Background: an optimization exercise with open tools, aiming at small area and a short achievable clock period. Do not read the settings as production practice.
In this exercise RTL edits were held to simulation tests only and were not proved equivalent to the original.

==> flow/design.v, too long to show whole: its modules and the start of the top module <==
// module alu_top: 24 lines
// module ALU: 801 lines
// module ha: 6 lines
// module fa: 6 lines
module alu_top(CLK, OP1, OP2, OPRN, OUT, ZERO);
  // ...
==> flow/run.sh <==
#!/bin/bash
# synth_recipe.tcl (not shown) runs the flow's synth.tcl, then flattens the netlist and writes it again
# the make line also repeats each setting of config.mk as NAME=value (left out here)
make -C /OpenROAD-flow-scripts/flow DESIGN_CONFIG=/design/flow/config.mk WORK_HOME=/design/flow/orfs CLKGATE_MAP_FILE= SYNTH_SCRIPT=/design/flow/synth_recipe.tcl finish
==> flow/config.mk <==
export PLATFORM = sky130hd
export DESIGN_NAME = alu_top
export DESIGN_NICKNAME = alu_top
export VERILOG_FILES = /design/flow/design.v
export SDC_FILE = /design/flow/constraint.sdc
export NUM_CORES = 4
export LEC_CHECK = 0
export CAP_MARGIN = 20
export CORE_MARGIN = 2
export CORE_UTILIZATION = 40
export SLEW_MARGIN = 20
==> flow/constraint.sdc <==
create_clock -name core_clock -period 29.5 [get_ports {CLK}]
set_input_delay 5.9000 -clock core_clock [delete_from_list [all_inputs] [get_ports {CLK}]]
set_output_delay 5.9000 -clock core_clock [all_outputs]
set_load 0.01 [all_outputs]
==> impl_metrics.ini, run 1 <==
[drt]
drc_errors = 0
via_count = 17040
via_per_inst = 6.110
dr.pass1.iters = 5

[placed_design]
dp_cells = 2773
portBuffers = 101
dp_slack_ns = 20.23

[synthesis]
synth_simple_gate_area_share_pct = 9.566

[critical_path]
arrival_ns = 9.68
crit_required_ns = 29.76
path_class = reg2reg
cp-end-kind = register
worstReg2RegEnd = out_q[0]
slowest_delay_ns = 0.90

[die]
fp.coreArea_um2 = 45190
boundaryPins = 104
die_y_um = 217.7

[cells_and_area]
layout.nets = 2564
final_common_cell = inv_1
sh_seq_area_pct = 9.961
nFillCells = 4542
final-nonclk-buf-share_pct = 7.255
clock_area_share_pct = 1.430
design_area_um2 = 20300

[sta]
rsz0062_at_grt = false
fin_skew_ns = 0.01431

[hold_path]
min_path_cells = 3

[global_routing]
grt_pass1_vias = 17150
grt_max_degree = 67
met2_usage_pct = 48.81

[clock_network]
cts_buffers = 9
cts_repair_resize_count = 0

[status]
outcome = complete, no violations
==> module ALU, before the edit <==
module ALU(OUT, ZERO, OP1, OP2, OPRN);
	input [(32 -1):0] OP1;
	input [(32 -1):0] OP2;
	input [(6 -1):0] OPRN;
	output [(32 -1):0] OUT;
	output ZERO;
	wire [3:0] op = OPRN[3:0];
	wire is_mul = (op == 4'h3);
	wire is_shl = (op == 4'h4);
	wire is_shr = (op == 4'h5);
	wire is_and = (op == 4'h6);
	wire is_or  = (op == 4'h7);
	wire is_nor = (op == 4'h8);
	wire is_sh  = is_shl | is_shr;
	wire is_log = is_and | is_or | is_nor;
	wire is_sub = (op == 4'h2) | (op == 4'ha) | (op == 4'hb) | (op == 4'he) | (op == 4'hf);
	wire is_ari = ~(is_mul | is_sh | is_log);
	wire [31:0] arev;
	genvar gi;
	generate for (gi = 0; gi < 32; gi = gi + 1) begin : rev_a
		assign arev[gi] = OP1[31-gi];
	end endgenerate
	wire [31:0] x = is_shr ? arev : OP1;
	wire [32:0] yb = {OP2, 1'b0};
	wire sh_ok = ~|OP2[31:5];
	wire [15:0] one, two, neg;
	generate for (gi = 0; gi < 16; gi = gi + 1) begin : enc
		wire y0 = yb[2*gi], y1 = yb[2*gi+1], y2 = yb[2*gi+2];
		wire hit = sh_ok & (OP2[4:1] == gi);
		assign one[gi] = is_sh ? (hit & ~OP2[0]) : (y0 ^ y1);
		assign two[gi] = is_sh ? (hit & OP2[0]) : ((y2 & ~y1 & ~y0) | (~y2 & y1 & y0));
		assign neg[gi] = ~is_sh & y2;
	end endgenerate
	wire pp0_0 = ((x[0] & one[0]) | (1'b0 & two[0])) ^ neg[0];
	wire pp0_1 = ((x[1] & one[0]) | (x[0] & two[0])) ^ neg[0];
	wire pp0_2 = ((x[2] & one[0]) | (x[1] & two[0])) ^ neg[0];
	wire pp0_3 = ((x[3] & one[0]) | (x[2] & two[0])) ^ neg[0];
	wire pp0_4 = ((x[4] & one[0]) | (x[3] & two[0])) ^ neg[0];
	wire pp0_5 = ((x[5] & one[0]) | (x[4] & two[0])) ^ neg[0];
	wire pp0_6 = ((x[6] & one[0]) | (x[5] & two[0])) ^ neg[0];
	wire pp0_7 = ((x[7] & one[0]) | (x[6] & two[0])) ^ neg[0];
	wire pp0_8 = ((x[8] & one[0]) | (x[7] & two[0])) ^ neg[0];
	wire pp0_9 = ((x[9] & one[0]) | (x[8] & two[0])) ^ neg[0];
	wire pp0_10 = ((x[10] & one[0]) | (x[9] & two[0])) ^ neg[0];
	wire pp0_11 = ((x[11] & one[0]) | (x[10] & two[0])) ^ neg[0];
	wire pp0_12 = ((x[12] & one[0]) | (x[11] & two[0])) ^ neg[0];
	wire pp0_13 = ((x[13] & one[0]) | (x[12] & two[0])) ^ neg[0];
	wire pp0_14 = ((x[14] & one[0]) | (x[13] & two[0])) ^ neg[0];
	wire pp0_15 = ((x[15] & one[0]) | (x[14] & two[0])) ^ neg[0];
	wire pp0_16 = ((x[16] & one[0]) | (x[15] & two[0])) ^ neg[0];
	wire pp0_17 = ((x[17] & one[0]) | (x[16] & two[0])) ^ neg[0];
	wire pp0_18 = ((x[18] & one[0]) | (x[17] & two[0])) ^ neg[0];
	wire pp0_19 = ((x[19] & one[0]) | (x[18] & two[0])) ^ neg[0];
	wire pp0_20 = ((x[20] & one[0]) | (x[19] & two[0])) ^ neg[0];
	wire pp0_21 = ((x[21] & one[0]) | (x[20] & two[0])) ^ neg[0];
	wire pp0_22 = ((x[22] & one[0]) | (x[21] & two[0])) ^ neg[0];
	wire pp0_23 = ((x[23] & one[0]) | (x[22] & two[0])) ^ neg[0];
	wire pp0_24 = ((x[24] & one[0]) | (x[23] & two[0])) ^ neg[0];
	wire pp0_25 = ((x[25] & one[0]) | (x[24] & two[0])) ^ neg[0];
	wire pp0_26 = ((x[26] & one[0]) | (x[25] & two[0])) ^ neg[0];
	wire pp0_27 = ((x[27] & one[0]) | (x[26] & two[0])) ^ neg[0];
	wire pp0_28 = ((x[28] & one[0]) | (x[27] & two[0])) ^ neg[0];
	wire pp0_29 = ((x[29] & one[0]) | (x[28] & two[0])) ^ neg[0];
	wire pp0_30 = ((x[30] & one[0]) | (x[29] & two[0])) ^ neg[0];
	wire pp0_31 = ((x[31] & one[0]) | (x[30] & two[0])) ^ neg[0];
	wire pp1_0 = ((x[0] & one[1]) | (1'b0 & two[1])) ^ neg[1];
	wire pp1_1 = ((x[1] & one[1]) | (x[0] & two[1])) ^ neg[1];
	wire pp1_2 = ((x[2] & one[1]) | (x[1] & two[1])) ^ neg[1];
	wire pp1_3 = ((x[3] & one[1]) | (x[2] & two[1])) ^ neg[1];
	wire pp1_4 = ((x[4] & one[1]) | (x[3] & two[1])) ^ neg[1];
	wire pp1_5 = ((x[5] & one[1]) | (x[4] & two[1])) ^ neg[1];
	wire pp1_6 = ((x[6] & one[1]) | (x[5] & two[1])) ^ neg[1];
	wire pp1_7 = ((x[7] & one[1]) | (x[6] & two[1])) ^ neg[1];
	wire pp1_8 = ((x[8] & one[1]) | (x[7] & two[1])) ^ neg[1];
	wire pp1_9 = ((x[9] & one[1]) | (x[8] & two[1])) ^ neg[1];
	wire pp1_10 = ((x[10] & one[1]) | (x[9] & two[1])) ^ neg[1];
	wire pp1_11 = ((x[11] & one[1]) | (x[10] & two[1])) ^ neg[1];
	wire pp1_12 = ((x[12] & one[1]) | (x[11] & two[1])) ^ neg[1];
	wire pp1_13 = ((x[13] & one[1]) | (x[12] & two[1])) ^ neg[1];
	wire pp1_14 = ((x[14] & one[1]) | (x[13] & two[1])) ^ neg[1];
	wire pp1_15 = ((x[15] & one[1]) | (x[14] & two[1])) ^ neg[1];
	wire pp1_16 = ((x[16] & one[1]) | (x[15] & two[1])) ^ neg[1];
	wire pp1_17 = ((x[17] & one[1]) | (x[16] & two[1])) ^ neg[1];
	wire pp1_18 = ((x[18] & one[1]) | (x[17] & two[1])) ^ neg[1];
	wire pp1_19 = ((x[19] & one[1]) | (x[18] & two[1])) ^ neg[1];
	wire pp1_20 = ((x[20] & one[1]) | (x[19] & two[1])) ^ neg[1];
	wire pp1_21 = ((x[21] & one[1]) | (x[20] & two[1])) ^ neg[1];
	wire pp1_22 = ((x[22] & one[1]) | (x[21] & two[1])) ^ neg[1];
	wire pp1_23 = ((x[23] & one[1]) | (x[22] & two[1])) ^ neg[1];
	wire pp1_24 = ((x[24] & one[1]) | (x[23] & two[1])) ^ neg[1];
	wire pp1_25 = ((x[25] & one[1]) | (x[24] & two[1])) ^ neg[1];
	wire pp1_26 = ((x[26] & one[1]) | (x[25] & two[1])) ^ neg[1];
	wire pp1_27 = ((x[27] & one[1]) | (x[26] & two[1])) ^ neg[1];
	wire pp1_28 = ((x[28] & one[1]) | (x[27] & two[1])) ^ neg[1];
	wire pp1_29 = ((x[29] & one[1]) | (x[28] & two[1])) ^ neg[1];
	wire pp2_0 = ((x[0] & one[2]) | (1'b0 & two[2])) ^ neg[2];
	wire pp2_1 = ((x[1] & one[2]) | (x[0] & two[2])) ^ neg[2];
	wire pp2_2 = ((x[2] & one[2]) | (x[1] & two[2])) ^ neg[2];
	wire pp2_3 = ((x[3] & one[2]) | (x[2] & two[2])) ^ neg[2];
	wire pp2_4 = ((x[4] & one[2]) | (x[3] & two[2])) ^ neg[2];
	wire pp2_5 = ((x[5] & one[2]) | (x[4] & two[2])) ^ neg[2];
	wire pp2_6 = ((x[6] & one[2]) | (x[5] & two[2])) ^ neg[2];
	wire pp2_7 = ((x[7] & one[2]) | (x[6] & two[2])) ^ neg[2];
	wire pp2_8 = ((x[8] & one[2]) | (x[7] & two[2])) ^ neg[2];
	wire pp2_9 = ((x[9] & one[2]) | (x[8] & two[2])) ^ neg[2];
	wire pp2_10 = ((x[10] & one[2]) | (x[9] & two[2])) ^ neg[2];
	wire pp2_11 = ((x[11] & one[2]) | (x[10] & two[2])) ^ neg[2];
	wire pp2_12 = ((x[12] & one[2]) | (x[11] & two[2])) ^ neg[2];
	wire pp2_13 = ((x[13] & one[2]) | (x[12] & two[2])) ^ neg[2];
	wire pp2_14 = ((x[14] & one[2]) | (x[13] & two[2])) ^ neg[2];
	wire pp2_15 = ((x[15] & one[2]) | (x[14] & two[2])) ^ neg[2];
	wire pp2_16 = ((x[16] & one[2]) | (x[15] & two[2])) ^ neg[2];
	wire pp2_17 = ((x[17] & one[2]) | (x[16] & two[2])) ^ neg[2];
	wire pp2_18 = ((x[18] & one[2]) | (x[17] & two[2])) ^ neg[2];
	wire pp2_19 = ((x[19] & one[2]) | (x[18] & two[2])) ^ neg[2];
	wire pp2_20 = ((x[20] & one[2]) | (x[19] & two[2])) ^ neg[2];
	wire pp2_21 = ((x[21] & one[2]) | (x[20] & two[2])) ^ neg[2];
	wire pp2_22 = ((x[22] & one[2]) | (x[21] & two[2])) ^ neg[2];
	wire pp2_23 = ((x[23] & one[2]) | (x[22] & two[2])) ^ neg[2];
	wire pp2_24 = ((x[24] & one[2]) | (x[23] & two[2])) ^ neg[2];
	wire pp2_25 = ((x[25] & one[2]) | (x[24] & two[2])) ^ neg[2];
	wire pp2_26 = ((x[26] & one[2]) | (x[25] & two[2])) ^ neg[2];
	wire pp2_27 = ((x[27] & one[2]) | (x[26] & two[2])) ^ neg[2];
	wire pp3_0 = ((x[0] & one[3]) | (1'b0 & two[3])) ^ neg[3];
	wire pp3_1 = ((x[1] & one[3]) | (x[0] & two[3])) ^ neg[3];
	wire pp3_2 = ((x[2] & one[3]) | (x[1] & two[3])) ^ neg[3];
	wire pp3_3 = ((x[3] & one[3]) | (x[2] & two[3])) ^ neg[3];
	wire pp3_4 = ((x[4] & one[3]) | (x[3] & two[3])) ^ neg[3];
	wire pp3_5 = ((x[5] & one[3]) | (x[4] & two[3])) ^ neg[3];
	wire pp3_6 = ((x[6] & one[3]) | (x[5] & two[3])) ^ neg[3];
	wire pp3_7 = ((x[7] & one[3]) | (x[6] & two[3])) ^ neg[3];
	wire pp3_8 = ((x[8] & one[3]) | (x[7] & two[3])) ^ neg[3];
	wire pp3_9 = ((x[9] & one[3]) | (x[8] & two[3])) ^ neg[3];
	wire pp3_10 = ((x[10] & one[3]) | (x[9] & two[3])) ^ neg[3];
	wire pp3_11 = ((x[11] & one[3]) | (x[10] & two[3])) ^ neg[3];
	wire pp3_12 = ((x[12] & one[3]) | (x[11] & two[3])) ^ neg[3];
	wire pp3_13 = ((x[13] & one[3]) | (x[12] & two[3])) ^ neg[3];
	wire pp3_14 = ((x[14] & one[3]) | (x[13] & two[3])) ^ neg[3];
	wire pp3_15 = ((x[15] & one[3]) | (x[14] & two[3])) ^ neg[3];
	wire pp3_16 = ((x[16] & one[3]) | (x[15] & two[3])) ^ neg[3];
	wire pp3_17 = ((x[17] & one[3]) | (x[16] & two[3])) ^ neg[3];
	wire pp3_18 = ((x[18] & one[3]) | (x[17] & two[3])) ^ neg[3];
	wire pp3_19 = ((x[19] & one[3]) | (x[18] & two[3])) ^ neg[3];
	wire pp3_20 = ((x[20] & one[3]) | (x[19] & two[3])) ^ neg[3];
	wire pp3_21 = ((x[21] & one[3]) | (x[20] & two[3])) ^ neg[3];
	wire pp3_22 = ((x[22] & one[3]) | (x[21] & two[3])) ^ neg[3];
	wire pp3_23 = ((x[23] & one[3]) | (x[22] & two[3])) ^ neg[3];
	wire pp3_24 = ((x[24] & one[3]) | (x[23] & two[3])) ^ neg[3];
	wire pp3_25 = ((x[25] & one[3]) | (x[24] & two[3])) ^ neg[3];
	wire pp4_0 = ((x[0] & one[4]) | (1'b0 & two[4])) ^ neg[4];
	wire pp4_1 = ((x[1] & one[4]) | (x[0] & two[4])) ^ neg[4];
	wire pp4_2 = ((x[2] & one[4]) | (x[1] & two[4])) ^ neg[4];
	wire pp4_3 = ((x[3] & one[4]) | (x[2] & two[4])) ^ neg[4];
	wire pp4_4 = ((x[4] & one[4]) | (x[3] & two[4])) ^ neg[4];
	wire pp4_5 = ((x[5] & one[4]) | (x[4] & two[4])) ^ neg[4];
	wire pp4_6 = ((x[6] & one[4]) | (x[5] & two[4])) ^ neg[4];
	wire pp4_7 = ((x[7] & one[4]) | (x[6] & two[4])) ^ neg[4];
	wire pp4_8 = ((x[8] & one[4]) | (x[7] & two[4])) ^ neg[4];
	wire pp4_9 = ((x[9] & one[4]) | (x[8] & two[4])) ^ neg[4];
	wire pp4_10 = ((x[10] & one[4]) | (x[9] & two[4])) ^ neg[4];
	wire pp4_11 = ((x[11] & one[4]) | (x[10] & two[4])) ^ neg[4];
	wire pp4_12 = ((x[12] & one[4]) | (x[11] & two[4])) ^ neg[4];
	wire pp4_13 = ((x[13] & one[4]) | (x[12] & two[4])) ^ neg[4];
	wire pp4_14 = ((x[14] & one[4]) | (x[13] & two[4])) ^ neg[4];
	wire pp4_15 = ((x[15] & one[4]) | (x[14] & two[4])) ^ neg[4];
	wire pp4_16 = ((x[16] & one[4]) | (x[15] & two[4])) ^ neg[4];
	wire pp4_17 = ((x[17] & one[4]) | (x[16] & two[4])) ^ neg[4];
	wire pp4_18 = ((x[18] & one[4]) | (x[17] & two[4])) ^ neg[4];
	wire pp4_19 = ((x[19] & one[4]) | (x[18] & two[4])) ^ neg[4];
	wire pp4_20 = ((x[20] & one[4]) | (x[19] & two[4])) ^ neg[4];
	wire pp4_21 = ((x[21] & one[4]) | (x[20] & two[4])) ^ neg[4];
	wire pp4_22 = ((x[22] & one[4]) | (x[21] & two[4])) ^ neg[4];
	wire pp4_23 = ((x[23] & one[4]) | (x[22] & two[4])) ^ neg[4];
	wire pp5_0 = ((x[0] & one[5]) | (1'b0 & two[5])) ^ neg[5];
	wire pp5_1 = ((x[1] & one[5]) | (x[0] & two[5])) ^ neg[5];
	wire pp5_2 = ((x[2] & one[5]) | (x[1] & two[5])) ^ neg[5];
	wire pp5_3 = ((x[3] & one[5]) | (x[2] & two[5])) ^ neg[5];
	wire pp5_4 = ((x[4] & one[5]) | (x[3] & two[5])) ^ neg[5];
	wire pp5_5 = ((x[5] & one[5]) | (x[4] & two[5])) ^ neg[5];
	wire pp5_6 = ((x[6] & one[5]) | (x[5] & two[5])) ^ neg[5];
	wire pp5_7 = ((x[7] & one[5]) | (x[6] & two[5])) ^ neg[5];
	wire pp5_8 = ((x[8] & one[5]) | (x[7] & two[5])) ^ neg[5];
	wire pp5_9 = ((x[9] & one[5]) | (x[8] & two[5])) ^ neg[5];
	wire pp5_10 = ((x[10] & one[5]) | (x[9] & two[5])) ^ neg[5];
	wire pp5_11 = ((x[11] & one[5]) | (x[10] & two[5])) ^ neg[5];
	wire pp5_12 = ((x[12] & one[5]) | (x[11] & two[5])) ^ neg[5];
	wire pp5_13 = ((x[13] & one[5]) | (x[12] & two[5])) ^ neg[5];
	wire pp5_14 = ((x[14] & one[5]) | (x[13] & two[5])) ^ neg[5];
	wire pp5_15 = ((x[15] & one[5]) | (x[14] & two[5])) ^ neg[5];
	wire pp5_16 = ((x[16] & one[5]) | (x[15] & two[5])) ^ neg[5];
	wire pp5_17 = ((x[17] & one[5]) | (x[16] & two[5])) ^ neg[5];
	wire pp5_18 = ((x[18] & one[5]) | (x[17] & two[5])) ^ neg[5];
	wire pp5_19 = ((x[19] & one[5]) | (x[18] & two[5])) ^ neg[5];
	wire pp5_20 = ((x[20] & one[5]) | (x[19] & two[5])) ^ neg[5];
	wire pp5_21 = ((x[21] & one[5]) | (x[20] & two[5])) ^ neg[5];
	wire pp6_0 = ((x[0] & one[6]) | (1'b0 & two[6])) ^ neg[6];
	wire pp6_1 = ((x[1] & one[6]) | (x[0] & two[6])) ^ neg[6];
	wire pp6_2 = ((x[2] & one[6]) | (x[1] & two[6])) ^ neg[6];
	wire pp6_3 = ((x[3] & one[6]) | (x[2] & two[6])) ^ neg[6];
	wire pp6_4 = ((x[4] & one[6]) | (x[3] & two[6])) ^ neg[6];
	wire pp6_5 = ((x[5] & one[6]) | (x[4] & two[6])) ^ neg[6];
	wire pp6_6 = ((x[6] & one[6]) | (x[5] & two[6])) ^ neg[6];
	wire pp6_7 = ((x[7] & one[6]) | (x[6] & two[6])) ^ neg[6];
	wire pp6_8 = ((x[8] & one[6]) | (x[7] & two[6])) ^ neg[6];
	wire pp6_9 = ((x[9] & one[6]) | (x[8] & two[6])) ^ neg[6];
	wire pp6_10 = ((x[10] & one[6]) | (x[9] & two[6])) ^ neg[6];
	wire pp6_11 = ((x[11] & one[6]) | (x[10] & two[6])) ^ neg[6];
	wire pp6_12 = ((x[12] & one[6]) | (x[11] & two[6])) ^ neg[6];
	wire pp6_13 = ((x[13] & one[6]) | (x[12] & two[6])) ^ neg[6];
	wire pp6_14 = ((x[14] & one[6]) | (x[13] & two[6])) ^ neg[6];
	wire pp6_15 = ((x[15] & one[6]) | (x[14] & two[6])) ^ neg[6];
	wire pp6_16 = ((x[16] & one[6]) | (x[15] & two[6])) ^ neg[6];
	wire pp6_17 = ((x[17] & one[6]) | (x[16] & two[6])) ^ neg[6];
	wire pp6_18 = ((x[18] & one[6]) | (x[17] & two[6])) ^ neg[6];
	wire pp6_19 = ((x[19] & one[6]) | (x[18] & two[6])) ^ neg[6];
	wire pp7_0 = ((x[0] & one[7]) | (1'b0 & two[7])) ^ neg[7];
	wire pp7_1 = ((x[1] & one[7]) | (x[0] & two[7])) ^ neg[7];
	wire pp7_2 = ((x[2] & one[7]) | (x[1] & two[7])) ^ neg[7];
	wire pp7_3 = ((x[3] & one[7]) | (x[2] & two[7])) ^ neg[7];
	wire pp7_4 = ((x[4] & one[7]) | (x[3] & two[7])) ^ neg[7];
	wire pp7_5 = ((x[5] & one[7]) | (x[4] & two[7])) ^ neg[7];
	wire pp7_6 = ((x[6] & one[7]) | (x[5] & two[7])) ^ neg[7];
	wire pp7_7 = ((x[7] & one[7]) | (x[6] & two[7])) ^ neg[7];
	wire pp7_8 = ((x[8] & one[7]) | (x[7] & two[7])) ^ neg[7];
	wire pp7_9 = ((x[9] & one[7]) | (x[8] & two[7])) ^ neg[7];
	wire pp7_10 = ((x[10] & one[7]) | (x[9] & two[7])) ^ neg[7];
	wire pp7_11 = ((x[11] & one[7]) | (x[10] & two[7])) ^ neg[7];
	wire pp7_12 = ((x[12] & one[7]) | (x[11] & two[7])) ^ neg[7];
	wire pp7_13 = ((x[13] & one[7]) | (x[12] & two[7])) ^ neg[7];
	wire pp7_14 = ((x[14] & one[7]) | (x[13] & two[7])) ^ neg[7];
	wire pp7_15 = ((x[15] & one[7]) | (x[14] & two[7])) ^ neg[7];
	wire pp7_16 = ((x[16] & one[7]) | (x[15] & two[7])) ^ neg[7];
	wire pp7_17 = ((x[17] & one[7]) | (x[16] & two[7])) ^ neg[7];
	wire pp8_0 = ((x[0] & one[8]) | (1'b0 & two[8])) ^ neg[8];
	wire pp8_1 = ((x[1] & one[8]) | (x[0] & two[8])) ^ neg[8];
	wire pp8_2 = ((x[2] & one[8]) | (x[1] & two[8])) ^ neg[8];
	wire pp8_3 = ((x[3] & one[8]) | (x[2] & two[8])) ^ neg[8];
	wire pp8_4 = ((x[4] & one[8]) | (x[3] & two[8])) ^ neg[8];
	wire pp8_5 = ((x[5] & one[8]) | (x[4] & two[8])) ^ neg[8];
	wire pp8_6 = ((x[6] & one[8]) | (x[5] & two[8])) ^ neg[8];
	wire pp8_7 = ((x[7] & one[8]) | (x[6] & two[8])) ^ neg[8];
	wire pp8_8 = ((x[8] & one[8]) | (x[7] & two[8])) ^ neg[8];
	wire pp8_9 = ((x[9] & one[8]) | (x[8] & two[8])) ^ neg[8];
	wire pp8_10 = ((x[10] & one[8]) | (x[9] & two[8])) ^ neg[8];
	wire pp8_11 = ((x[11] & one[8]) | (x[10] & two[8])) ^ neg[8];
	wire pp8_12 = ((x[12] & one[8]) | (x[11] & two[8])) ^ neg[8];
	wire pp8_13 = ((x[13] & one[8]) | (x[12] & two[8])) ^ neg[8];
	wire pp8_14 = ((x[14] & one[8]) | (x[13] & two[8])) ^ neg[8];
	wire pp8_15 = ((x[15] & one[8]) | (x[14] & two[8])) ^ neg[8];
	wire pp9_0 = ((x[0] & one[9]) | (1'b0 & two[9])) ^ neg[9];
	wire pp9_1 = ((x[1] & one[9]) | (x[0] & two[9])) ^ neg[9];
	wire pp9_2 = ((x[2] & one[9]) | (x[1] & two[9])) ^ neg[9];
	wire pp9_3 = ((x[3] & one[9]) | (x[2] & two[9])) ^ neg[9];
	wire pp9_4 = ((x[4] & one[9]) | (x[3] & two[9])) ^ neg[9];
	wire pp9_5 = ((x[5] & one[9]) | (x[4] & two[9])) ^ neg[9];
	wire pp9_6 = ((x[6] & one[9]) | (x[5] & two[9])) ^ neg[9];
	wire pp9_7 = ((x[7] & one[9]) | (x[6] & two[9])) ^ neg[9];
	wire pp9_8 = ((x[8] & one[9]) | (x[7] & two[9])) ^ neg[9];
	wire pp9_9 = ((x[9] & one[9]) | (x[8] & two[9])) ^ neg[9];
	wire pp9_10 = ((x[10] & one[9]) | (x[9] & two[9])) ^ neg[9];
	wire pp9_11 = ((x[11] & one[9]) | (x[10] & two[9])) ^ neg[9];
	wire pp9_12 = ((x[12] & one[9]) | (x[11] & two[9])) ^ neg[9];
	wire pp9_13 = ((x[13] & one[9]) | (x[12] & two[9])) ^ neg[9];
	wire pp10_0 = ((x[0] & one[10]) | (1'b0 & two[10])) ^ neg[10];
	wire pp10_1 = ((x[1] & one[10]) | (x[0] & two[10])) ^ neg[10];
	wire pp10_2 = ((x[2] & one[10]) | (x[1] & two[10])) ^ neg[10];
	wire pp10_3 = ((x[3] & one[10]) | (x[2] & two[10])) ^ neg[10];
	wire pp10_4 = ((x[4] & one[10]) | (x[3] & two[10])) ^ neg[10];
	wire pp10_5 = ((x[5] & one[10]) | (x[4] & two[10])) ^ neg[10];
	wire pp10_6 = ((x[6] & one[10]) | (x[5] & two[10])) ^ neg[10];
	wire pp10_7 = ((x[7] & one[10]) | (x[6] & two[10])) ^ neg[10];
	wire pp10_8 = ((x[8] & one[10]) | (x[7] & two[10])) ^ neg[10];
	wire pp10_9 = ((x[9] & one[10]) | (x[8] & two[10])) ^ neg[10];
	wire pp10_10 = ((x[10] & one[10]) | (x[9] & two[10])) ^ neg[10];
	wire pp10_11 = ((x[11] & one[10]) | (x[10] & two[10])) ^ neg[10];
	wire pp11_0 = ((x[0] & one[11]) | (1'b0 & two[11])) ^ neg[11];
	wire pp11_1 = ((x[1] & one[11]) | (x[0] & two[11])) ^ neg[11];
	wire pp11_2 = ((x[2] & one[11]) | (x[1] & two[11])) ^ neg[11];
	wire pp11_3 = ((x[3] & one[11]) | (x[2] & two[11])) ^ neg[11];
	wire pp11_4 = ((x[4] & one[11]) | (x[3] & two[11])) ^ neg[11];
	wire pp11_5 = ((x[5] & one[11]) | (x[4] & two[11])) ^ neg[11];
	wire pp11_6 = ((x[6] & one[11]) | (x[5] & two[11])) ^ neg[11];
	wire pp11_7 = ((x[7] & one[11]) | (x[6] & two[11])) ^ neg[11];
	wire pp11_8 = ((x[8] & one[11]) | (x[7] & two[11])) ^ neg[11];
	wire pp11_9 = ((x[9] & one[11]) | (x[8] & two[11])) ^ neg[11];
	wire pp12_0 = ((x[0] & one[12]) | (1'b0 & two[12])) ^ neg[12];
	wire pp12_1 = ((x[1] & one[12]) | (x[0] & two[12])) ^ neg[12];
	wire pp12_2 = ((x[2] & one[12]) | (x[1] & two[12])) ^ neg[12];
	wire pp12_3 = ((x[3] & one[12]) | (x[2] & two[12])) ^ neg[12];
	wire pp12_4 = ((x[4] & one[12]) | (x[3] & two[12])) ^ neg[12];
	wire pp12_5 = ((x[5] & one[12]) | (x[4] & two[12])) ^ neg[12];
	wire pp12_6 = ((x[6] & one[12]) | (x[5] & two[12])) ^ neg[12];
	wire pp12_7 = ((x[7] & one[12]) | (x[6] & two[12])) ^ neg[12];
	wire pp13_0 = ((x[0] & one[13]) | (1'b0 & two[13])) ^ neg[13];
	wire pp13_1 = ((x[1] & one[13]) | (x[0] & two[13])) ^ neg[13];
	wire pp13_2 = ((x[2] & one[13]) | (x[1] & two[13])) ^ neg[13];
	wire pp13_3 = ((x[3] & one[13]) | (x[2] & two[13])) ^ neg[13];
	wire pp13_4 = ((x[4] & one[13]) | (x[3] & two[13])) ^ neg[13];
	wire pp13_5 = ((x[5] & one[13]) | (x[4] & two[13])) ^ neg[13];
	wire pp14_0 = ((x[0] & one[14]) | (1'b0 & two[14])) ^ neg[14];
	wire pp14_1 = ((x[1] & one[14]) | (x[0] & two[14])) ^ neg[14];
	wire pp14_2 = ((x[2] & one[14]) | (x[1] & two[14])) ^ neg[14];
	wire pp14_3 = ((x[3] & one[14]) | (x[2] & two[14])) ^ neg[14];
	wire pp15_0 = ((x[0] & one[15]) | (1'b0 & two[15])) ^ neg[15];
	wire pp15_1 = ((x[1] & one[15]) | (x[0] & two[15])) ^ neg[15];
	wire s0, c0;
	fa u_fa0(s0, c0, neg[1], pp0_2, pp1_0);
	wire hs0, hc0;
	ha u_ha0(hs0, hc0, pp0_3, pp1_1);
	wire s1, c1;
	fa u_fa1(s1, c1, neg[2], pp0_4, pp1_2);
	wire s2, c2;
	fa u_fa2(s2, c2, pp2_0, hc0, s1);
	wire s3, c3;
	fa u_fa3(s3, c3, pp0_5, pp1_3, pp2_1);
	wire hs1, hc1;
	ha u_ha1(hs1, hc1, c1, s3);
	wire s4, c4;
	fa u_fa4(s4, c4, neg[3], pp0_6, pp1_4);
	wire s5, c5;
	fa u_fa5(s5, c5, pp2_2, pp3_0, c3);
	wire s6, c6;
	fa u_fa6(s6, c6, s4, hc1, s5);
	wire s7, c7;
	fa u_fa7(s7, c7, pp0_7, pp1_5, pp2_3);
	wire s8, c8;
	fa u_fa8(s8, c8, pp3_1, c4, s7);
	wire hs2, hc2;
	ha u_ha2(hs2, hc2, c5, s8);
	wire s9, c9;
	fa u_fa9(s9, c9, neg[4], pp0_8, pp1_6);
	wire s10, c10;
	fa u_fa10(s10, c10, pp2_4, pp3_2, pp4_0);
	wire s11, c11;
	fa u_fa11(s11, c11, c7, s9, s10);
	wire hs3, hc3;
	ha u_ha3(hs3, hc3, c8, s11);
	wire s12, c12;
	fa u_fa12(s12, c12, pp0_9, pp1_7, pp2_5);
	wire s13, c13;
	fa u_fa13(s13, c13, pp3_3, pp4_1, c9);
	wire s14, c14;
	fa u_fa14(s14, c14, c10, s12, s13);
	wire s15, c15;
	fa u_fa15(s15, c15, c11, hc3, s14);
	wire s16, c16;
	fa u_fa16(s16, c16, neg[5], pp0_10, pp1_8);
	wire s17, c17;
	fa u_fa17(s17, c17, pp2_6, pp3_4, pp4_2);
	wire s18, c18;
	fa u_fa18(s18, c18, pp5_0, c12, s16);
	wire s19, c19;
	fa u_fa19(s19, c19, s17, c13, s18);
	wire hs4, hc4;
	ha u_ha4(hs4, hc4, c14, s19);
	wire s20, c20;
	fa u_fa20(s20, c20, pp0_11, pp1_9, pp2_7);
	wire s21, c21;
	fa u_fa21(s21, c21, pp3_5, pp4_3, pp5_1);
	wire s22, c22;
	fa u_fa22(s22, c22, c16, c17, s20);
	wire s23, c23;
	fa u_fa23(s23, c23, s21, c18, s22);
	wire hs5, hc5;
	ha u_ha5(hs5, hc5, c19, s23);
	wire s24, c24;
	fa u_fa24(s24, c24, neg[6], pp0_12, pp1_10);
	wire s25, c25;
	fa u_fa25(s25, c25, pp2_8, pp3_6, pp4_4);
	wire s26, c26;
	fa u_fa26(s26, c26, pp5_2, pp6_0, c20);
	wire s27, c27;
	fa u_fa27(s27, c27, c21, s24, s25);
	wire s28, c28;
	fa u_fa28(s28, c28, s26, c22, s27);
	wire hs6, hc6;
	ha u_ha6(hs6, hc6, c23, s28);
	wire s29, c29;
	fa u_fa29(s29, c29, pp0_13, pp1_11, pp2_9);
	wire s30, c30;
	fa u_fa30(s30, c30, pp3_7, pp4_5, pp5_3);
	wire s31, c31;
	fa u_fa31(s31, c31, pp6_1, c24, c25);
	wire s32, c32;
	fa u_fa32(s32, c32, s29, s30, c26);
	wire s33, c33;
	fa u_fa33(s33, c33, s31, c27, s32);
	wire s34, c34;
	fa u_fa34(s34, c34, c28, hc6, s33);
	wire s35, c35;
	fa u_fa35(s35, c35, neg[7], pp0_14, pp1_12);
	wire s36, c36;
	fa u_fa36(s36, c36, pp2_10, pp3_8, pp4_6);
	wire s37, c37;
	fa u_fa37(s37, c37, pp5_4, pp6_2, pp7_0);
	wire s38, c38;
	fa u_fa38(s38, c38, c29, c30, s35);
	wire s39, c39;
	fa u_fa39(s39, c39, s36, s37, c31);
	wire s40, c40;
	fa u_fa40(s40, c40, s38, c32, s39);
	wire hs7, hc7;
	ha u_ha7(hs7, hc7, c33, s40);
	wire s41, c41;
	fa u_fa41(s41, c41, pp0_15, pp1_13, pp2_11);
	wire s42, c42;
	fa u_fa42(s42, c42, pp3_9, pp4_7, pp5_5);
	wire s43, c43;
	fa u_fa43(s43, c43, pp6_3, pp7_1, c35);
	wire s44, c44;
	fa u_fa44(s44, c44, c36, c37, s41);
	wire s45, c45;
	fa u_fa45(s45, c45, s42, s43, c38);
	wire s46, c46;
	fa u_fa46(s46, c46, s44, c39, s45);
	wire s47, c47;
	fa u_fa47(s47, c47, c40, s46, hc7);
	wire s48, c48;
	fa u_fa48(s48, c48, neg[8], pp0_16, pp1_14);
	wire s49, c49;
	fa u_fa49(s49, c49, pp2_12, pp3_10, pp4_8);
	wire s50, c50;
	fa u_fa50(s50, c50, pp5_6, pp6_4, pp7_2);
	wire s51, c51;
	fa u_fa51(s51, c51, pp8_0, c41, c42);
	wire s52, c52;
	fa u_fa52(s52, c52, s48, s49, s50);
	wire s53, c53;
	fa u_fa53(s53, c53, c43, s51, c44);
	wire s54, c54;
	fa u_fa54(s54, c54, s52, c45, s53);
	wire hs8, hc8;
	ha u_ha8(hs8, hc8, c46, s54);
	wire s55, c55;
	fa u_fa55(s55, c55, pp0_17, pp1_15, pp2_13);
	wire s56, c56;
	fa u_fa56(s56, c56, pp3_11, pp4_9, pp5_7);
	wire s57, c57;
	fa u_fa57(s57, c57, pp6_5, pp7_3, pp8_1);
	wire s58, c58;
	fa u_fa58(s58, c58, c48, c49, c50);
	wire s59, c59;
	fa u_fa59(s59, c59, s55, s56, s57);
	wire s60, c60;
	fa u_fa60(s60, c60, c51, s58, c52);
	wire s61, c61;
	fa u_fa61(s61, c61, s59, c53, s60);
	wire hs9, hc9;
	ha u_ha9(hs9, hc9, c54, s61);
	wire s62, c62;
	fa u_fa62(s62, c62, neg[9], pp0_18, pp1_16);
	wire s63, c63;
	fa u_fa63(s63, c63, pp2_14, pp3_12, pp4_10);
	wire s64, c64;
	fa u_fa64(s64, c64, pp5_8, pp6_6, pp7_4);
	wire s65, c65;
	fa u_fa65(s65, c65, pp8_2, pp9_0, c55);
	wire s66, c66;
	fa u_fa66(s66, c66, c56, c57, s62);
	wire s67, c67;
	fa u_fa67(s67, c67, s63, s64, c58);
	wire s68, c68;
	fa u_fa68(s68, c68, s65, c59, s66);
	wire s69, c69;
	fa u_fa69(s69, c69, c60, s67, s68);
	wire s70, c70;
	fa u_fa70(s70, c70, c61, s69, hc9);
	wire s71, c71;
	fa u_fa71(s71, c71, pp0_19, pp1_17, pp2_15);
	wire s72, c72;
	fa u_fa72(s72, c72, pp3_13, pp4_11, pp5_9);
	wire s73, c73;
	fa u_fa73(s73, c73, pp6_7, pp7_5, pp8_3);
	wire s74, c74;
	fa u_fa74(s74, c74, pp9_1, c62, c63);
	wire s75, c75;
	fa u_fa75(s75, c75, c64, s71, s72);
	wire s76, c76;
	fa u_fa76(s76, c76, s73, c65, s74);
	wire s77, c77;
	fa u_fa77(s77, c77, c66, s75, c67);
	wire s78, c78;
	fa u_fa78(s78, c78, c68, s76, s77);
	wire hs10, hc10;
	ha u_ha10(hs10, hc10, c69, s78);
	wire s79, c79;
	fa u_fa79(s79, c79, neg[10], pp0_20, pp1_18);
	wire s80, c80;
	fa u_fa80(s80, c80, pp2_16, pp3_14, pp4_12);
	wire s81, c81;
	fa u_fa81(s81, c81, pp5_10, pp6_8, pp7_6);
	wire s82, c82;
	fa u_fa82(s82, c82, pp8_4, pp9_2, pp10_0);
	wire s83, c83;
	fa u_fa83(s83, c83, c71, c72, c73);
	wire s84, c84;
	fa u_fa84(s84, c84, s79, s80, s81);
	wire s85, c85;
	fa u_fa85(s85, c85, s82, c74, s83);
	wire s86, c86;
	fa u_fa86(s86, c86, c75, s84, c76);
	wire s87, c87;
	fa u_fa87(s87, c87, s85, c77, s86);
	wire s88, c88;
	fa u_fa88(s88, c88, c78, s87, hc10);
	wire s89, c89;
	fa u_fa89(s89, c89, pp0_21, pp1_19, pp2_17);
	wire s90, c90;
	fa u_fa90(s90, c90, pp3_15, pp4_13, pp5_11);
	wire s91, c91;
	fa u_fa91(s91, c91, pp6_9, pp7_7, pp8_5);
	wire s92, c92;
	fa u_fa92(s92, c92, pp9_3, pp10_1, c79);
	wire s93, c93;
	fa u_fa93(s93, c93, c80, c81, c82);
	wire s94, c94;
	fa u_fa94(s94, c94, s89, s90, s91);
	wire s95, c95;
	fa u_fa95(s95, c95, c83, s92, s93);
	wire s96, c96;
	fa u_fa96(s96, c96, c84, s94, c85);
	wire s97, c97;
	fa u_fa97(s97, c97, s95, c86, s96);
	wire hs11, hc11;
	ha u_ha11(hs11, hc11, c87, s97);
	wire s98, c98;
	fa u_fa98(s98, c98, neg[11], pp0_22, pp1_20);
	wire s99, c99;
	fa u_fa99(s99, c99, pp2_18, pp3_16, pp4_14);
	wire s100, c100;
	fa u_fa100(s100, c100, pp5_12, pp6_10, pp7_8);
	wire s101, c101;
	fa u_fa101(s101, c101, pp8_6, pp9_4, pp10_2);
	wire s102, c102;
	fa u_fa102(s102, c102, pp11_0, c89, c90);
	wire s103, c103;
	fa u_fa103(s103, c103, c91, s98, s99);
	wire s104, c104;
	fa u_fa104(s104, c104, s100, s101, c92);
	wire s105, c105;
	fa u_fa105(s105, c105, c93, s102, c94);
	wire s106, c106;
	fa u_fa106(s106, c106, s103, c95, s104);
	wire s107, c107;
	fa u_fa107(s107, c107, s105, c96, s106);
	wire hs12, hc12;
	ha u_ha12(hs12, hc12, c97, s107);
	wire s108, c108;
	fa u_fa108(s108, c108, pp0_23, pp1_21, pp2_19);
	wire s109, c109;
	fa u_fa109(s109, c109, pp3_17, pp4_15, pp5_13);
	wire s110, c110;
	fa u_fa110(s110, c110, pp6_11, pp7_9, pp8_7);
	wire s111, c111;
	fa u_fa111(s111, c111, pp9_5, pp10_3, pp11_1);
	wire s112, c112;
	fa u_fa112(s112, c112, c98, c99, c100);
	wire s113, c113;
	fa u_fa113(s113, c113, c101, s108, s109);
	wire s114, c114;
	fa u_fa114(s114, c114, s110, s111, c102);
	wire s115, c115;
	fa u_fa115(s115, c115, s112, c103, s113);
	wire s116, c116;
	fa u_fa116(s116, c116, c104, c105, s114);
	wire s117, c117;
	fa u_fa117(s117, c117, s115, c106, s116);
	wire hs13, hc13;
	ha u_ha13(hs13, hc13, c107, s117);
	wire s118, c118;
	fa u_fa118(s118, c118, neg[12], pp0_24, pp1_22);
	wire s119, c119;
	fa u_fa119(s119, c119, pp2_20, pp3_18, pp4_16);
	wire s120, c120;
	fa u_fa120(s120, c120, pp5_14, pp6_12, pp7_10);
	wire s121, c121;
	fa u_fa121(s121, c121, pp8_8, pp9_6, pp10_4);
	wire s122, c122;
	fa u_fa122(s122, c122, pp11_2, pp12_0, c108);
	wire s123, c123;
	fa u_fa123(s123, c123, c109, c110, c111);
	wire s124, c124;
	fa u_fa124(s124, c124, s118, s119, s120);
	wire s125, c125;
	fa u_fa125(s125, c125, s121, c112, s122);
	wire s126, c126;
	fa u_fa126(s126, c126, s123, c113, s124);
	wire s127, c127;
	fa u_fa127(s127, c127, c114, c115, s125);
	wire s128, c128;
	fa u_fa128(s128, c128, s126, c116, s127);
	wire s129, c129;
	fa u_fa129(s129, c129, c117, s128, hc13);
	wire s130, c130;
	fa u_fa130(s130, c130, pp0_25, pp1_23, pp2_21);
	wire s131, c131;
	fa u_fa131(s131, c131, pp3_19, pp4_17, pp5_15);
	wire s132, c132;
	fa u_fa132(s132, c132, pp6_13, pp7_11, pp8_9);
	wire s133, c133;
	fa u_fa133(s133, c133, pp9_7, pp10_5, pp11_3);
	wire s134, c134;
	fa u_fa134(s134, c134, pp12_1, c118, c119);
	wire s135, c135;
	fa u_fa135(s135, c135, c120, c121, s130);
	wire s136, c136;
	fa u_fa136(s136, c136, s131, s132, s133);
	wire s137, c137;
	fa u_fa137(s137, c137, c122, c123, s134);
	wire s138, c138;
	fa u_fa138(s138, c138, c124, s135, s136);
	wire s139, c139;
	fa u_fa139(s139, c139, c125, c126, s137);
	wire s140, c140;
	fa u_fa140(s140, c140, s138, c127, s139);
	wire hs14, hc14;
	ha u_ha14(hs14, hc14, c128, s140);
	wire s141, c141;
	fa u_fa141(s141, c141, neg[13], pp0_26, pp1_24);
	wire s142, c142;
	fa u_fa142(s142, c142, pp2_22, pp3_20, pp4_18);
	wire s143, c143;
	fa u_fa143(s143, c143, pp5_16, pp6_14, pp7_12);
	wire s144, c144;
	fa u_fa144(s144, c144, pp8_10, pp9_8, pp10_6);
	wire s145, c145;
	fa u_fa145(s145, c145, pp11_4, pp12_2, pp13_0);
	wire s146, c146;
	fa u_fa146(s146, c146, c130, c131, c132);
	wire s147, c147;
	fa u_fa147(s147, c147, c133, s141, s142);
	wire s148, c148;
	fa u_fa148(s148, c148, s143, s144, s145);
	wire s149, c149;
	fa u_fa149(s149, c149, c134, s146, c135);
	wire s150, c150;
	fa u_fa150(s150, c150, c136, s147, s148);
	wire s151, c151;
	fa u_fa151(s151, c151, c137, c138, s149);
	wire s152, c152;
	fa u_fa152(s152, c152, s150, c139, s151);
	wire s153, c153;
	fa u_fa153(s153, c153, c140, s152, hc14);
	wire s154, c154;
	fa u_fa154(s154, c154, pp0_27, pp1_25, pp2_23);
	wire s155, c155;
	fa u_fa155(s155, c155, pp3_21, pp4_19, pp5_17);
	wire s156, c156;
	fa u_fa156(s156, c156, pp6_15, pp7_13, pp8_11);
	wire s157, c157;
	fa u_fa157(s157, c157, pp9_9, pp10_7, pp11_5);
	wire s158, c158;
	fa u_fa158(s158, c158, pp12_3, pp13_1, c141);
	wire s159, c159;
	fa u_fa159(s159, c159, c142, c143, c144);
	wire s160, c160;
	fa u_fa160(s160, c160, c145, s154, s155);
	wire s161, c161;
	fa u_fa161(s161, c161, s156, s157, c146);
	wire s162, c162;
	fa u_fa162(s162, c162, s158, s159, c147);
	wire s163, c163;
	fa u_fa163(s163, c163, c148, s160, c149);
	wire s164, c164;
	fa u_fa164(s164, c164, s161, c150, s162);
	wire s165, c165;
	fa u_fa165(s165, c165, c151, s163, s164);
	wire hs15, hc15;
	ha u_ha15(hs15, hc15, c152, s165);
	wire s166, c166;
	fa u_fa166(s166, c166, neg[14], pp0_28, pp1_26);
	wire s167, c167;
	fa u_fa167(s167, c167, pp2_24, pp3_22, pp4_20);
	wire s168, c168;
	fa u_fa168(s168, c168, pp5_18, pp6_16, pp7_14);
	wire s169, c169;
	fa u_fa169(s169, c169, pp8_12, pp9_10, pp10_8);
	wire s170, c170;
	fa u_fa170(s170, c170, pp11_6, pp12_4, pp13_2);
	wire s171, c171;
	fa u_fa171(s171, c171, pp14_0, c154, c155);
	wire s172, c172;
	fa u_fa172(s172, c172, c156, c157, s166);
	wire s173, c173;
	fa u_fa173(s173, c173, s167, s168, s169);
	wire s174, c174;
	fa u_fa174(s174, c174, s170, c158, c159);
	wire s175, c175;
	fa u_fa175(s175, c175, s171, c160, s172);
	wire s176, c176;
	fa u_fa176(s176, c176, s173, c161, c162);
	wire s177, c177;
	fa u_fa177(s177, c177, s174, s175, c163);
	wire s178, c178;
	fa u_fa178(s178, c178, c164, s176, s177);
	wire s179, c179;
	fa u_fa179(s179, c179, c165, hc15, s178);
	wire s180, c180;
	fa u_fa180(s180, c180, pp0_29, pp1_27, pp2_25);
	wire s181, c181;
	fa u_fa181(s181, c181, pp3_23, pp4_21, pp5_19);
	wire s182, c182;
	fa u_fa182(s182, c182, pp6_17, pp7_15, pp8_13);
	wire s183, c183;
	fa u_fa183(s183, c183, pp9_11, pp10_9, pp11_7);
	wire s184, c184;
	fa u_fa184(s184, c184, pp12_5, pp13_3, pp14_1);
	wire s185, c185;
	fa u_fa185(s185, c185, c166, c167, c168);
	wire s186, c186;
	fa u_fa186(s186, c186, c169, c170, s180);
	wire s187, c187;
	fa u_fa187(s187, c187, s181, s182, s183);
	wire s188, c188;
	fa u_fa188(s188, c188, s184, c171, s185);
	wire s189, c189;
	fa u_fa189(s189, c189, c172, c173, s186);
	wire s190, c190;
	fa u_fa190(s190, c190, s187, c174, c175);
	wire s191, c191;
	fa u_fa191(s191, c191, s188, s189, c176);
	wire s192, c192;
	fa u_fa192(s192, c192, s190, c177, s191);
	wire hs16, hc16;
	ha u_ha16(hs16, hc16, c178, s192);
	wire s193, c193;
	fa u_fa193(s193, c193, neg[15], pp0_30, pp1_28);
	wire s194, c194;
	fa u_fa194(s194, c194, pp2_26, pp3_24, pp4_22);
	wire s195, c195;
	fa u_fa195(s195, c195, pp5_20, pp6_18, pp7_16);
	wire s196, c196;
	fa u_fa196(s196, c196, pp8_14, pp9_12, pp10_10);
	wire s197, c197;
	fa u_fa197(s197, c197, pp11_8, pp12_6, pp13_4);
	wire s198, c198;
	fa u_fa198(s198, c198, pp14_2, pp15_0, c180);
	wire s199, c199;
	fa u_fa199(s199, c199, c181, c182, c183);
	wire s200, c200;
	fa u_fa200(s200, c200, c184, s193, s194);
	wire s201, c201;
	fa u_fa201(s201, c201, s195, s196, s197);
	wire s202, c202;
	fa u_fa202(s202, c202, c185, s198, s199);
	wire s203, c203;
	fa u_fa203(s203, c203, c186, c187, s200);
	wire s204, c204;
	fa u_fa204(s204, c204, s201, c188, c189);
	wire s205, c205;
	fa u_fa205(s205, c205, s202, s203, c190);
	wire s206, c206;
	fa u_fa206(s206, c206, s204, c191, s205);
	wire s207, c207;
	fa u_fa207(s207, c207, c192, s206, hc16);
	wire s208, c208;
	fa u_fa208(s208, c208, pp0_31, pp1_29, pp2_27);
	wire s209, c209;
	fa u_fa209(s209, c209, pp3_25, pp4_23, pp5_21);
	wire s210, c210;
	fa u_fa210(s210, c210, pp6_19, pp7_17, pp8_15);
	wire s211, c211;
	fa u_fa211(s211, c211, pp9_13, pp10_11, pp11_9);
	wire s212, c212;
	fa u_fa212(s212, c212, pp12_7, pp13_5, pp14_3);
	wire s213, c213;
	fa u_fa213(s213, c213, pp15_1, c193, c194);
	wire s214, c214;
	fa u_fa214(s214, c214, c195, c196, c197);
	wire s215, c215;
	fa u_fa215(s215, c215, s208, s209, s210);
	wire s216, c216;
	fa u_fa216(s216, c216, s211, s212, c198);
	wire s217, c217;
	fa u_fa217(s217, c217, c199, s213, s214);
	wire s218, c218;
	fa u_fa218(s218, c218, c200, c201, s215);
	wire s219, c219;
	fa u_fa219(s219, c219, c202, s216, c203);
	wire s220, c220;
	fa u_fa220(s220, c220, s217, s218, c204);
	wire s221, c221;
	fa u_fa221(s221, c221, s219, c205, s220);
	wire hs17, hc17;
	ha u_ha17(hs17, hc17, c206, s221);
	wire [31:0] ms = {c207, s207, c179, s179, c153, s153, c129, s129, hc12, hc11, c88, s88, c70, s70, hc8, c47, s47, c34, s34, hc5, hc4, c15, s15, hc2, c6, s6, c2, s2, c0, s0, pp0_1, pp0_0};
	wire [31:0] mc = {hs17, 1'b0, hs16, 1'b0, hs15, 1'b0, hs14, 1'b0, hs13, hs12, hs11, 1'b0, hs10, 1'b0, hs9, hs8, 1'b0, hs7, 1'b0, hs6, hs5, hs4, 1'b0, hs3, hs2, 1'b0, hs1, 1'b0, hs0, 1'b0, 1'b0, neg[0]};
	wire [31:0] fx = is_ari ? OP1 : ms;
	wire [31:0] fy = is_ari ? (OP2 ^ {32{is_sub}}) : mc;
	wire fci = is_ari & is_sub;
	wire [31:0] sum = fx + fy + fci;
	wire [31:0] srev;
	generate for (gi = 0; gi < 32; gi = gi + 1) begin : rev_s
		assign srev[gi] = sum[31-gi];
	end endgenerate
	wire [31:0] lg = ({32{is_and}} & (OP1 & OP2)) | ({32{is_or}} & (OP1 | OP2)) | ({32{is_nor}} & ~(OP1 | OP2));
	assign OUT = ({32{~is_shr & ~is_log}} & sum) | ({32{is_shr}} & srev) | lg;
	wire [31:0] zq = {fx[30:0] | fy[30:0], 1'b0} | {32{fci}};
	wire zs = &(~(fx ^ fy ^ zq));
	assign ZERO = is_log ? ~|lg : zs;
endmodule
==> run 2, diff against run 1 <==
--- a/flow/design.v
+++ b/flow/design.v
@@ -54,5 +54,5 @@
 	generate for (gi = 0; gi < 16; gi = gi + 1) begin : enc
 		wire y0 = yb[2*gi], y1 = yb[2*gi+1], y2 = yb[2*gi+2];
-		wire hit = sh_ok & (OP2[4:1] == gi);
+		wire hit = (OP2[4:1] == gi);
 		assign one[gi] = is_sh ? (hit & ~OP2[0]) : (y0 ^ y1);
 		assign two[gi] = is_sh ? (hit & OP2[0]) : ((y2 & ~y1 & ~y0) | (~y2 & y1 & y0));
@@ -816,5 +816,138 @@
 	wire [31:0] fy = is_ari ? (OP2 ^ {32{is_sub}}) : mc;
 	wire fci = is_ari & is_sub;
-	wire [31:0] sum = fx + fy + fci;
+	wire [31:0] pg_p = fx ^ fy;
+	wire [31:0] pg_g = fx & fy;
+	wire G0_0 = pg_g[0] | (pg_p[0] & fci);
+	wire G1_0 = pg_g[1] | (pg_p[1] & G0_0);
+	wire G3_2 = pg_g[3] | (pg_p[3] & pg_g[2]);
+	wire P3_2 = pg_p[3] & pg_p[2];
+	wire G5_4 = pg_g[5] | (pg_p[5] & pg_g[4]);
+	wire P5_4 = pg_p[5] & pg_p[4];
+	wire G7_6 = pg_g[7] | (pg_p[7] & pg_g[6]);
+	wire P7_6 = pg_p[7] & pg_p[6];
+	wire G9_8 = pg_g[9] | (pg_p[9] & pg_g[8]);
+	wire P9_8 = pg_p[9] & pg_p[8];
+	wire G11_10 = pg_g[11] | (pg_p[11] & pg_g[10]);
+	wire P11_10 = pg_p[11] & pg_p[10];
+	wire G13_12 = pg_g[13] | (pg_p[13] & pg_g[12]);
+	wire P13_12 = pg_p[13] & pg_p[12];
+	wire G15_14 = pg_g[15] | (pg_p[15] & pg_g[14]);
+	wire P15_14 = pg_p[15] & pg_p[14];
+	wire G17_16 = pg_g[17] | (pg_p[17] & pg_g[16]);
+	wire P17_16 = pg_p[17] & pg_p[16];
+	wire G19_18 = pg_g[19] | (pg_p[19] & pg_g[18]);
+	wire P19_18 = pg_p[19] & pg_p[18];
+	wire G21_20 = pg_g[21] | (pg_p[21] & pg_g[20]);
+	wire P21_20 = pg_p[21] & pg_p[20];
+	wire G23_22 = pg_g[23] | (pg_p[23] & pg_g[22]);
+	wire P23_22 = pg_p[23] & pg_p[22];
+	wire G25_24 = pg_g[25] | (pg_p[25] & pg_g[24]);
+	wire P25_24 = pg_p[25] & pg_p[24];
+	wire G27_26 = pg_g[27] | (pg_p[27] & pg_g[26]);
+	wire P27_26 = pg_p[27] & pg_p[26];
+	wire G29_28 = pg_g[29] | (pg_p[29] & pg_g[28]);
+	wire P29_28 = pg_p[29] & pg_p[28];
+	wire G31_30 = pg_g[31] | (pg_p[31] & pg_g[30]);
+	wire P31_30 = pg_p[31] & pg_p[30];
+	wire G2_0 = pg_g[2] | (pg_p[2] & G1_0);
+	wire G3_0 = G3_2 | (P3_2 & G1_0);
+	wire G6_4 = pg_g[6] | (pg_p[6] & G5_4);
+	wire P6_4 = pg_p[6] & P5_4;
+	wire G7_4 = G7_6 | (P7_6 & G5_4);
+	wire P7_4 = P7_6 & P5_4;
+	wire G10_8 = pg_g[10] | (pg_p[10] & G9_8);
+	wire P10_8 = pg_p[10] & P9_8;
+	wire G11_8 = G11_10 | (P11_10 & G9_8);
+	wire P11_8 = P11_10 & P9_8;
+	wire G14_12 = pg_g[14] | (pg_p[14] & G13_12);
+	wire P14_12 = pg_p[14] & P13_12;
+	wire G15_12 = G15_14 | (P15_14 & G13_12);
+	wire P15_12 = P15_14 & P13_12;
+	wire G18_16 = pg_g[18] | (pg_p[18] & G17_16);
+	wire P18_16 = pg_p[18] & P17_16;
+	wire G19_16 = G19_18 | (P19_18 & G17_16);
+	wire P19_16 = P19_18 & P17_16;
+	wire G22_20 = pg_g[22] | (pg_p[22] & G21_20);
+	wire P22_20 = pg_p[22] & P21_20;
+	wire G23_20 = G23_22 | (P23_22 & G21_20);
+	wire P23_20 = P23_22 & P21_20;
+	wire G26_24 = pg_g[26] | (pg_p[26] & G25_24);
+	wire P26_24 = pg_p[26] & P25_24;
+	wire G27_24 = G27_26 | (P27_26 & G25_24);
+	wire P27_24 = P27_26 & P25_24;
+	wire G30_28 = pg_g[30] | (pg_p[30] & G29_28);
+	wire P30_28 = pg_p[30] & P29_28;
+	wire G31_28 = G31_30 | (P31_30 & G29_28);
+	wire P31_28 = P31_30 & P29_28;
+	wire G4_0 = pg_g[4] | (pg_p[4] & G3_0);
+	wire G5_0 = G5_4 | (P5_4 & G3_0);
+	wire G6_0 = G6_4 | (P6_4 & G3_0);
+	wire G7_0 = G7_4 | (P7_4 & G3_0);
+	wire G12_8 = pg_g[12] | (pg_p[12] & G11_8);
+	wire P12_8 = pg_p[12] & P11_8;
+	wire G13_8 = G13_12 | (P13_12 & G11_8);
+	wire P13_8 = P13_12 & P11_8;
+	wire G14_8 = G14_12 | (P14_12 & G11_8);
+	wire P14_8 = P14_12 & P11_8;
+	wire G15_8 = G15_12 | (P15_12 & G11_8);
+	wire P15_8 = P15_12 & P11_8;
+	wire G20_16 = pg_g[20] | (pg_p[20] & G19_16);
+	wire P20_16 = pg_p[20] & P19_16;
+	wire G21_16 = G21_20 | (P21_20 & G19_16);
+	wire P21_16 = P21_20 & P19_16;
+	wire G22_16 = G22_20 | (P22_20 & G19_16);
+	wire P22_16 = P22_20 & P19_16;
+	wire G23_16 = G23_20 | (P23_20 & G19_16);
+	wire P23_16 = P23_20 & P19_16;
+	wire G28_24 = pg_g[28] | (pg_p[28] & G27_24);
+	wire P28_24 = pg_p[28] & P27_24;
+	wire G29_24 = G29_28 | (P29_28 & G27_24);
+	wire P29_24 = P29_28 & P27_24;
+	wire G30_24 = G30_28 | (P30_28 & G27_24);
+	wire P30_24 = P30_28 & P27_24;
+	wire G31_24 = G31_28 | (P31_28 & G27_24);
+	wire P31_24 = P31_28 & P27_24;
+	wire G8_0 = pg_g[8] | (pg_p[8] & G7_0);
+	wire G9_0 = G9_8 | (P9_8 & G7_0);
+	wire G10_0 = G10_8 | (P10_8 & G7_0);
+	wire G11_0 = G11_8 | (P11_8 & G7_0);
+	wire G12_0 = G12_8 | (P12_8 & G7_0);
+	wire G13_0 = G13_8 | (P13_8 & G7_0);
+	wire G14_0 = G14_8 | (P14_8 & G7_0);
+	wire G15_0 = G15_8 | (P15_8 & G7_0);
+	wire G24_16 = pg_g[24] | (pg_p[24] & G23_16);
+	wire P24_16 = pg_p[24] & P23_16;
+	wire G25_16 = G25_24 | (P25_24 & G23_16);
+	wire P25_16 = P25_24 & P23_16;
+	wire G26_16 = G26_24 | (P26_24 & G23_16);
+	wire P26_16 = P26_24 & P23_16;
+	wire G27_16 = G27_24 | (P27_24 & G23_16);
+	wire P27_16 = P27_24 & P23_16;
+	wire G28_16 = G28_24 | (P28_24 & G23_16);
+	wire P28_16 = P28_24 & P23_16;
+	wire G29_16 = G29_24 | (P29_24 & G23_16);
+	wire P29_16 = P29_24 & P23_16;
+	wire G30_16 = G30_24 | (P30_24 & G23_16);
+	wire P30_16 = P30_24 & P23_16;
+	wire G31_16 = G31_24 | (P31_24 & G23_16);
+	wire P31_16 = P31_24 & P23_16;
+	wire G16_0 = pg_g[16] | (pg_p[16] & G15_0);
+	wire G17_0 = G17_16 | (P17_16 & G15_0);
+	wire G18_0 = G18_16 | (P18_16 & G15_0);
+	wire G19_0 = G19_16 | (P19_16 & G15_0);
+	wire G20_0 = G20_16 | (P20_16 & G15_0);
+	wire G21_0 = G21_16 | (P21_16 & G15_0);
+	wire G22_0 = G22_16 | (P22_16 & G15_0);
+	wire G23_0 = G23_16 | (P23_16 & G15_0);
+	wire G24_0 = G24_16 | (P24_16 & G15_0);
+	wire G25_0 = G25_16 | (P25_16 & G15_0);
+	wire G26_0 = G26_16 | (P26_16 & G15_0);
+	wire G27_0 = G27_16 | (P27_16 & G15_0);
+	wire G28_0 = G28_16 | (P28_16 & G15_0);
+	wire G29_0 = G29_16 | (P29_16 & G15_0);
+	wire G30_0 = G30_16 | (P30_16 & G15_0);
+	wire G31_0 = G31_16 | (P31_16 & G15_0);
+	wire [31:0] cy = {G30_0, G29_0, G28_0, G27_0, G26_0, G25_0, G24_0, G23_0, G22_0, G21_0, G20_0, G19_0, G18_0, G17_0, G16_0, G15_0, G14_0, G13_0, G12_0, G11_0, G10_0, G9_0, G8_0, G7_0, G6_0, G5_0, G4_0, G3_0, G2_0, G1_0, G0_0, fci};
+	wire [31:0] sum = pg_p ^ cy;
 	wire [31:0] srev;
 	generate for (gi = 0; gi < 32; gi = gi + 1) begin : rev_s
@@ -822,8 +955,9 @@
 	end endgenerate
 	wire [31:0] lg = ({32{is_and}} & (OP1 & OP2)) | ({32{is_or}} & (OP1 | OP2)) | ({32{is_nor}} & ~(OP1 | OP2));
-	assign OUT = ({32{~is_shr & ~is_log}} & sum) | ({32{is_shr}} & srev) | lg;
+	wire sh_zero = is_sh & ~sh_ok;   
+	assign OUT = ({32{~is_shr & ~is_log & ~sh_zero}} & sum) | ({32{is_shr & sh_ok}} & srev) | lg;
 	wire [31:0] zq = {fx[30:0] | fy[30:0], 1'b0} | {32{fci}};
 	wire zs = &(~(fx ^ fy ^ zq));
-	assign ZERO = is_log ? ~|lg : zs;
+	assign ZERO = is_log ? ~|lg : (sh_zero | zs);
 endmodule
 module ha(s, co, a, b);
--- a/flow/config.mk
+++ b/flow/config.mk
@@ -10,2 +10,4 @@
 export CORE_UTILIZATION = 40
 export SLEW_MARGIN = 20
+export SYNTH_HIERARCHICAL = 1
+export SYNTH_MINIMUM_KEEP_SIZE = 0
==> impl_metrics.ini, run 2 <==
[placed_design]
dp_cells = 2480
portBuffers = 101
dpl.hpwl_um = 51250
gp_congestion = 0.9642

[drt]
via_count = 15380
via_per_inst = 6.162
drt_wl_total_um = 67500
ant_nets = 0
dr.first_iter.drc_count = 1663
dr.pass1.iters = 8
wl_per_cell_um = 27.04
drc_errors = 0

[clock_network]
post-cts-setup-buffers = 0
clockBufferDepth = 2
clk_latency_ns = 0.37
cts_tree = built
cts_repair_resize_count = 0
cts_max_level = 3
cts-root-buf = clkbuf_16
hold_buffers = 0
cts_sinks = 101
clk_pin_slew_ns = 0.08
cts_buffers = 9

[critical_path]
arrival_ns = 9.02
slowest_delay_ns = 0.93
r2r-start = oprn_q[2]
cp-end-kind = register
slowest_stage = mux2i_1
crit_start = oprn_q[2]
cpMostUsedCell = fa_1
path_cells = nor3b_2 > buf_4 > and2_2 > buf_4 > mux2i_1 > o22ai_1 > xnor2_1 > fa_1 > fa_1 > fa_1 > fa_1 > fa_1 > ha_1 > fa_1 > mux2i_1 > inv_1 > ha_1 > a22o_1 > a221oi_1 > nand4_1 > nor4b_1 > a21oi_1 > or3_1 > o31ai_1
path_class = reg2reg
cpLargestDelayFamily = adder cells
r2r_cells = 24
critPathCapture = zero_q
cp.depth = 24
reg2reg_setup_slack_ns = 20.76
critPathLaunchType = register
crit_required_ns = 29.78
cp_max_fo = 51
worstReg2RegEnd = zero_q
cp_num_buf_inv = 3

[die]
fp.coreArea_um2 = 44120
initial_core_util_pct = 40.36
boundaryPins = 104
die_x_um = 215.0
rows = 77
die_y_um = 215.0
die_area_um2 = 46230

[global_routing]
grt_max_degree = 52
grt_pass1_wl_um = 100300
grt_pass1_vias = 15580
overflow = 0
grt_usage_pct = 29.00
antenna_found_initial = 0

[sta]
setup_tns_ns = 0
setup_viol = 0
worst_slew_pin_slew_ns = 1.129
hold_viol = 0
min_period_ns = 8.740
rsz0062_at_grt = false
fmax_ghz = 0.1144
fin_skew_ns = 0.006318
fin_crit_sh_pct = 29.63
drv_slew = 0
relSlewSlack_pct = 24.03

[status]
outcome = complete, no violations

[cells_and_area]
final_cell_mix = 314 x xnor2_1, 228 x fa_1, 207 x a22oi_1, 126 x nand2_1
synthToLayoutAreaGrowth_pct = 8.494
final_common_cell = xnor2_1
layout.nets = 2297
diodes = 0
drive_gt1_share_pct = 4.359
top_regs = op1_q: 32 flops, op2_q: 32 flops, out_q: 32 flops
final_cells = 2496
nFillCells = 4386

[synthesis]
syn-num-nets = 2319
syn_area_um2 = 17810
synth_cells = 1921
yosys_warnings = 7
syn_avg_cell_area_um2 = 9.271

[hold_path]
hp-start = op1_q[2]
holdCritPathClass = reg2reg
min_path_cells = 3

[run]
max_cap_viol_count = 0
## run 2: how the worst min path moves through the flow
stage / to / slack (ns)
floorplan: out_q[30] / 0.58
global placement: out_q[30] / 0.71
detailed placement: out_q[2] / 0.72
CTS: out_q[2] / 0.73
global route: out_q[30] / 0.76
finish: out_q[2] / 0.74
## run 2: final cells by class
| cell class | instances | area, um2 | share of cell area [%] |
|---|---|---|---|
| multi-input cells | 1555 | 14670 | 75.92 |
| flip-flops and latches | 101 | 2022 | 10.46 |
| inverters | 112 | 420.4 | 2.176 |
| well taps | 592 | 740.7 | 3.833 |
| clock buffers | 9 | 225.2 | 1.166 |
| clock inverters | 7 | 91.34 | 0.4727 |
| repair buffers | 120 | 1154 | 5.970 |
## run 2: stage by stage
step | setup slack (ns) | instance area, um2 | util [%] | hold WS [ns]
6_report | 20.76 | 19320 | 43.79 | 0.7440
5_1_grt | 20.34 | 19320 | 43.79 | 0.7615
4_1_cts | 20.96 | 19320 | 43.79 | 0.7341
3_5_place_dp | 21.00 | 19010 | 43.07 | 0.7183
3_3_place_gp | 21.12 | 19010 | 43.07 | 0.7123
2_1_floorplan | 22.46 | 17810 | - | 0.5822
## run 2: tightest hold or removal path: cells and delay by family, from the launching register on
kind             cells  cell delay [ns]
AND/OR/NAND/NOR      1             0.11
flip-flops           1             0.37
AO/OA/AOI/OAI        2             0.23
## run 2: routing by layer
layer / share of wire [%] / global-route usage [%] / vias up
li1: - / - / 6654
met1: 42 / 39.25 / 7794
met2: 45 / 45.62 / 798
met3: 9.0 / 5.761 / 134
met4: 4.0 / 11.33 / 0
met5: 0 / 0 / -

==> separate check: timing with driven ports <==
The results above use ideal ports. As a check the final layouts listed here were re-extracted and re-timed, cells and wires unchanged. Step 1: set_driving_cell puts a clkbuf_16 on CLK and a buf_2 on each other input, an assumption about the parent block. Step 2 also shifts input and output timing later by t, the mid clock arrival at the registers, as if the neighbouring blocks saw the same clock. a / b / c = ideal ports / drivers / drivers and shift; a / b = the first two.
run	shift t [ns]	setup WS [ns]	hold WS [ns]	worst setup path at the end	worst register clock-pin slew, ns
run 1	0.435	20.085 / 20.085 / 20.085	0.818 / 0.818 / 0.818	register to register	0.08 / 0.08
run 2	0.419	20.760 / 20.760 / 20.760	0.744 / 0.744 / 0.744	register to register	0.08 / 0.08
After both steps setup and hold are still met in every run listed.
